What follows belongs to an exercise in optimizing a design on an open flow for small area and a short achievable clock period; a production flow would make more cautious choices.
In this exercise RTL edits were held to simulation tests only and were not proved equivalent to the original.
Power figures rest on the tool's default switching activity, not on a simulated workload.

== oak ==
// datapath
module datapath (
   input logic clk,
   input logic reset,
   input logic [DP_CTRL-1:0] microinst,
   output logic n,
   output logic z,
   input logic [BYTE-1:0] mem_in,
   output logic [NBITS-1:0] mem_addr,
   output logic [BYTE-1:0] mem_out,
   output logic we);
Size in the first run: about 1600 cells after synthesis, ~290 flip-flops, roughly 77 I/O pins, roughly 15000 µm² of cells after synthesis.
clock: 9.0 ns
lec_check: 0
cap_margin: 20
core_margin: 2
core_utilization: 50
cts_buf_list: sky130_fd_sc_hd__clkbuf_8
cts_cluster_diameter: 60
cts_cluster_size: 12
gpl_timing_driven: 0
setup_slack_margin: 4
slew_margin: 20
tns_end_percent: 0
standard.sh (not shown) runs the stock make flow with config.mk's settings and CLKGATE_MAP_FILE= SYNTH_SCRIPT=/design/flow/synth_recipe.tcl, a recipe that flattens the netlist after the stock synthesis.
==> flow/flow/run.sh <==
#!/bin/bash
# Layout flow: the standard ORFS flow, with a synthesis script that maps the
# logic with its own ABC script (flow/abc.script) and without Yosys's full-adder
# extraction (flow/synth_pre.tcl), keeping the standard flip-flops and names,
# with plain buf_2 port buffers, and with ORFS power recovery (downsizing of
# gates off the critical paths) after global routing. Each tool's output goes
# to a log here.
set -euo pipefail
here=$(pwd)
{
  echo 'proc synth {args} { yosys synth -nofsm -noshare {*}$args }'
  echo 'proc abc {args} {'
  echo '  set i [lsearch -exact $args -script]'
  echo "  if {\$i >= 0} { set args [lreplace \$args \$i [expr {\$i+1}] -script $here/flow/abc.script] }"
  echo '  yosys abc {*}$args'
  echo '}'
  if [[ -f flow/synth_pre.tcl ]]; then echo "source $here/flow/synth_pre.tcl"; fi
  tail -n +2 synth_recipe.tcl
} > flow_synth.tcl
sed "s#SYNTH_SCRIPT=[^ ]*#SYNTH_SCRIPT=$here/flow_synth.tcl#" standard.sh > flow_standard.sh
export RECOVER_POWER=50
export BUFFER_PORTS_ARGS="-buffer_cell sky130_fd_sc_hd__buf_2"
bash flow_standard.sh "$@" > flow_make.log 2>&1
==> flow/flow/abc.script <==
strash
dch
map -B 0.9
topo
stime -c
buffer -c
upsize -c
dnsize -c
==> flow/flow/synth_pre.tcl <==
set ::env(ADDER_MAP_FILE) {}
oak: all stages done; final checks FAILED (capacitance limit, slew limit).
#### Input delta (pine over oak)
Settings: a deleted TNS_END_PERCENT that had been 0; a change of SETUP_SLACK_MARGIN from 4 to 3; a change of CTS_CLUSTER_SIZE from 12 to 30; a deleted CTS_CLUSTER_DIAMETER that had been 60.
diff --git a/flow/flow/run.sh b/flow/flow/run.sh
--- a/flow/flow/run.sh
+++ b/flow/flow/run.sh
@@ -3,7 +3,5 @@
 # logic with its own ABC script (flow/abc.script) and without Yosys's full-adder
 # extraction (flow/synth_pre.tcl), keeping the standard flip-flops and names,
-# with plain buf_2 port buffers, and with ORFS power recovery (downsizing of
-# gates off the critical paths) after global routing. Each tool's output goes
-# to a log here.
+# and with small port buffers. Each tool's output goes to a log here.
 set -euo pipefail
 here=$(pwd)
@@ -19,5 +17,4 @@
 } > flow_synth.tcl
 sed "s#SYNTH_SCRIPT=[^ ]*#SYNTH_SCRIPT=$here/flow_synth.tcl#" standard.sh > flow_standard.sh
-export RECOVER_POWER=50
-export BUFFER_PORTS_ARGS="-buffer_cell sky130_fd_sc_hd__buf_2"
-bash flow_standard.sh "$@" > flow_make.log 2>&1
+export BUFFER_PORTS_ARGS="-buffer_cell sky130_fd_sc_hd__buf_1"
+bash flow_standard.sh > flow_make.log 2>&1
==> flow/flow/abc.script <==
strash
dch
map -a
topo
buffer -c
upsize -c
dnsize -c
stime -c
Results
pine has completed all stages; timing, DRC and antenna checks passed. Of pine and oak, the run reporting the lower part of the power in the clock network was oak. Global-route wire length before repair improves in pine relative to oak. Re area share of buffers outside the clock network: pine is 1.5 points down on oak. Compared with oak, pine shows total core area lower by 1600 µm². NOTE first-iteration DRC count oak->pine decreased by a few percent. Delta (pine minus oak): via count went down 851; worst-case setup margin in the final layout saw a decrease; die area lower; transition time of the tightest slew-check pin now smaller; final worst-path cycle share +9.7 points. On pine: fraction of standard cell area in multi-input logic is 3.2 points lower than what oak gave.
Changes in birch relative to pine:
Settings: changing CTS_CLUSTER_SIZE from 30 to 12; setting TNS_END_PERCENT to 0 for the first time; changing SETUP_SLACK_MARGIN from 3 to 4; setting CTS_CLUSTER_DIAMETER to 60 for the first time; setting ABC_AREA to 1 for the first time.
==> flow/flow/run.sh <==
#!/bin/bash
# Layout flow: the standard ORFS flow (standard.sh, unchanged synthesis),
# with plain buf_2 cells as the port buffers instead of the delay cells
# buffer_ports picks by default, and with ORFS power recovery (downsizing of
# gates off the critical paths) after global routing. make's full output goes
# to flow_make.log here.
set -euo pipefail
export RECOVER_POWER=50
export BUFFER_PORTS_ARGS="-buffer_cell sky130_fd_sc_hd__buf_2"
bash standard.sh "$@" > flow_make.log 2>&1
removed: flow/flow/abc.script
removed: flow/flow/synth_pre.tcl
[summary]
Looking at the reports, pine completed the entire flow and the layout it produced met the timing, DRC and antenna checks.
Although it ran to completion, birch produced a layout that fails the final checks because of capacitance limit, slew limit.
Final hold slack (lower): pine
Against pine, birch comes in about 120% higher on post-CTS setup buffer count.
birch: setup slack 0.88 ns above pine
Slew of the pin with the lowest slew margin in birch is 1.94 ns above pine.

datapath again, from the RTL that the note above started with.
clock: 9.0 ns
lec_check: 0
cap_margin: 20
core_margin: 2
core_utilization: 60
cts_buf_list: sky130_fd_sc_hd__clkbuf_8
cts_cluster_size: 30
gpl_timing_driven: 0
setup_slack_margin: 3
slew_margin: 20
==> flow/flow/run.sh <==
#!/bin/bash
# Layout flow: the standard ORFS flow with a synthesis script that maps the
# logic with its own ABC script (same flip-flops and names as the standard
# synthesis) and small port buffers. Each tool's output goes to a log here.
set -euo pipefail
here=$(pwd)
{
  echo 'proc synth {args} { yosys synth -nofsm -noshare {*}$args }'
  echo "proc abc {args} {"
  echo '  set i [lsearch -exact $args -script]'
  echo "  if {\$i >= 0} { set args [lreplace \$args \$i [expr {\$i+1}] -script $here/flow/abc.script] }"
  echo '  yosys abc {*}$args'
  echo '}'
  tail -n +2 synth_recipe.tcl
} > flow_synth.tcl
sed "s#SYNTH_SCRIPT=[^ ]*#SYNTH_SCRIPT=$here/flow_synth.tcl#" standard.sh > flow_standard.sh
export BUFFER_PORTS_ARGS="-buffer_cell sky130_fd_sc_hd__buf_1"
bash flow_standard.sh > flow_make.log 2>&1
==> flow/flow/abc.script <==
strash
dch
map -a
topo
buffer -c
upsize -c
dnsize -c
stime -c
Edit:
==> flow/flow/run.sh (replaced) <==
#!/bin/bash
# Layout flow: the standard ORFS flow (standard.sh, unchanged synthesis),
# with plain buf_2 cells as the port buffers instead of the delay cells
# buffer_ports picks by default. make's full output goes to flow_make.log here.
set -euo pipefail
export BUFFER_PORTS_ARGS="-buffer_cell sky130_fd_sc_hd__buf_2"
bash standard.sh "$@" > flow_make.log 2>&1
Settings changed: ABC_AREA from default to 1, CORE_UTILIZATION 60 to 50, CTS_CLUSTER_DIAMETER from default to 60, CTS_CLUSTER_SIZE 30 to 12, SETUP_SLACK_MARGIN 3 to 4, TNS_END_PERCENT from default to 0.
removed: flow/flow/abc.script
What happened:
- fmax is higher by 12%
- power is lower by about 6%
- cell area is higher by 2.4%
Edit:
==> flow/flow/run.sh (replaced) <==
#!/bin/bash
# Layout flow: the standard ORFS flow, with a synthesis script that maps the
# logic with its own ABC script (flow/abc.script) and without Yosys's full-adder
# extraction (flow/synth_pre.tcl), keeping the standard flip-flops and names,
# and with small port buffers. Each tool's output goes to a log here.
set -euo pipefail
here=$(pwd)
{
  echo 'proc synth {args} { yosys synth -nofsm -noshare {*}$args }'
  echo 'proc abc {args} {'
  echo '  set i [lsearch -exact $args -script]'
  echo "  if {\$i >= 0} { set args [lreplace \$args \$i [expr {\$i+1}] -script $here/flow/abc.script] }"
  echo '  yosys abc {*}$args'
  echo '}'
  if [[ -f flow/synth_pre.tcl ]]; then echo "source $here/flow/synth_pre.tcl"; fi
  tail -n +2 synth_recipe.tcl
} > flow_synth.tcl
sed "s#SYNTH_SCRIPT=[^ ]*#SYNTH_SCRIPT=$here/flow_synth.tcl#" standard.sh > flow_standard.sh
export BUFFER_PORTS_ARGS="-buffer_cell sky130_fd_sc_hd__buf_1"
bash flow_standard.sh > flow_make.log 2>&1
==> flow/flow/abc.script (new file) <==
strash
dch
map -a
topo
stime -c
==> flow/flow/synth_pre.tcl (new file) <==
set ::env(ADDER_MAP_FILE) {}
Settings changed: ABC_AREA 1 to default, CTS_CLUSTER_DIAMETER 60 to default, CTS_CLUSTER_SIZE 12 to 30, SETUP_SLACK_MARGIN 4 to 3, TNS_END_PERCENT 0 to default.
=> Via count went down by 7.0%; register-to-register slack degrades by 0.43 ns; cell count came out lower by 8.2%; fmax went down by 14%; synthesized area decreases by 13%; worst setup slack degrades by 1.0 ns; synthesized cell count went down by 21%; clock power went up by 41%; wire length went down by 12%; final area fell by 0.58%; count of clock-buffer cells in the layout increases by 18.

## port drivers added, routing unchanged
The flow's constraints put no driver on any port. The routed layouts listed below were extracted and timed again, unchanged, in two steps.
Step 1 assumes that a clkbuf_16 drives the clock port and a buf_2 every other input.
Step 2 also shifts input and output timing later by t, the mid clock arrival at the registers, as if the neighbouring blocks saw the same clock.
Slacks: ideal / step 1 / step 2; pairs: ideal / step 1.
run | shift t [ns] | slack for setup (ns) | latest minus earliest clock arrival (ns) | slew at the worst register clock pin (ns)
oak | 0.655 | 2.777 / 2.727 / 2.727 | 0.016 / 0.015 | 0.09 / 0.09
pine | 0.609 | 1.907 / 1.884 / 1.884 | 0.024 / 0.024 | 0.07 / 0.07
birch | 0.634 | 2.784 / 2.720 / 2.349 | 0.018 / 0.018 | 0.09 / 0.09
the first run of note 2 | 0.590 | 2.055 / 2.034 / 2.034 | 0.026 / 0.026 | 0.07 / 0.07
the second run of note 2 | 0.633 | 2.783 / 2.718 / 2.328 | 0.021 / 0.020 | 0.09 / 0.09
the third run of note 2 | 0.607 | 1.760 / 1.701 / 1.642 | 0.029 / 0.029 | 0.07 / 0.07
For the second run of note 2, which loses most, drivers alone change the setup slack by -0.065 ns; drivers and shift together by -0.455 ns.
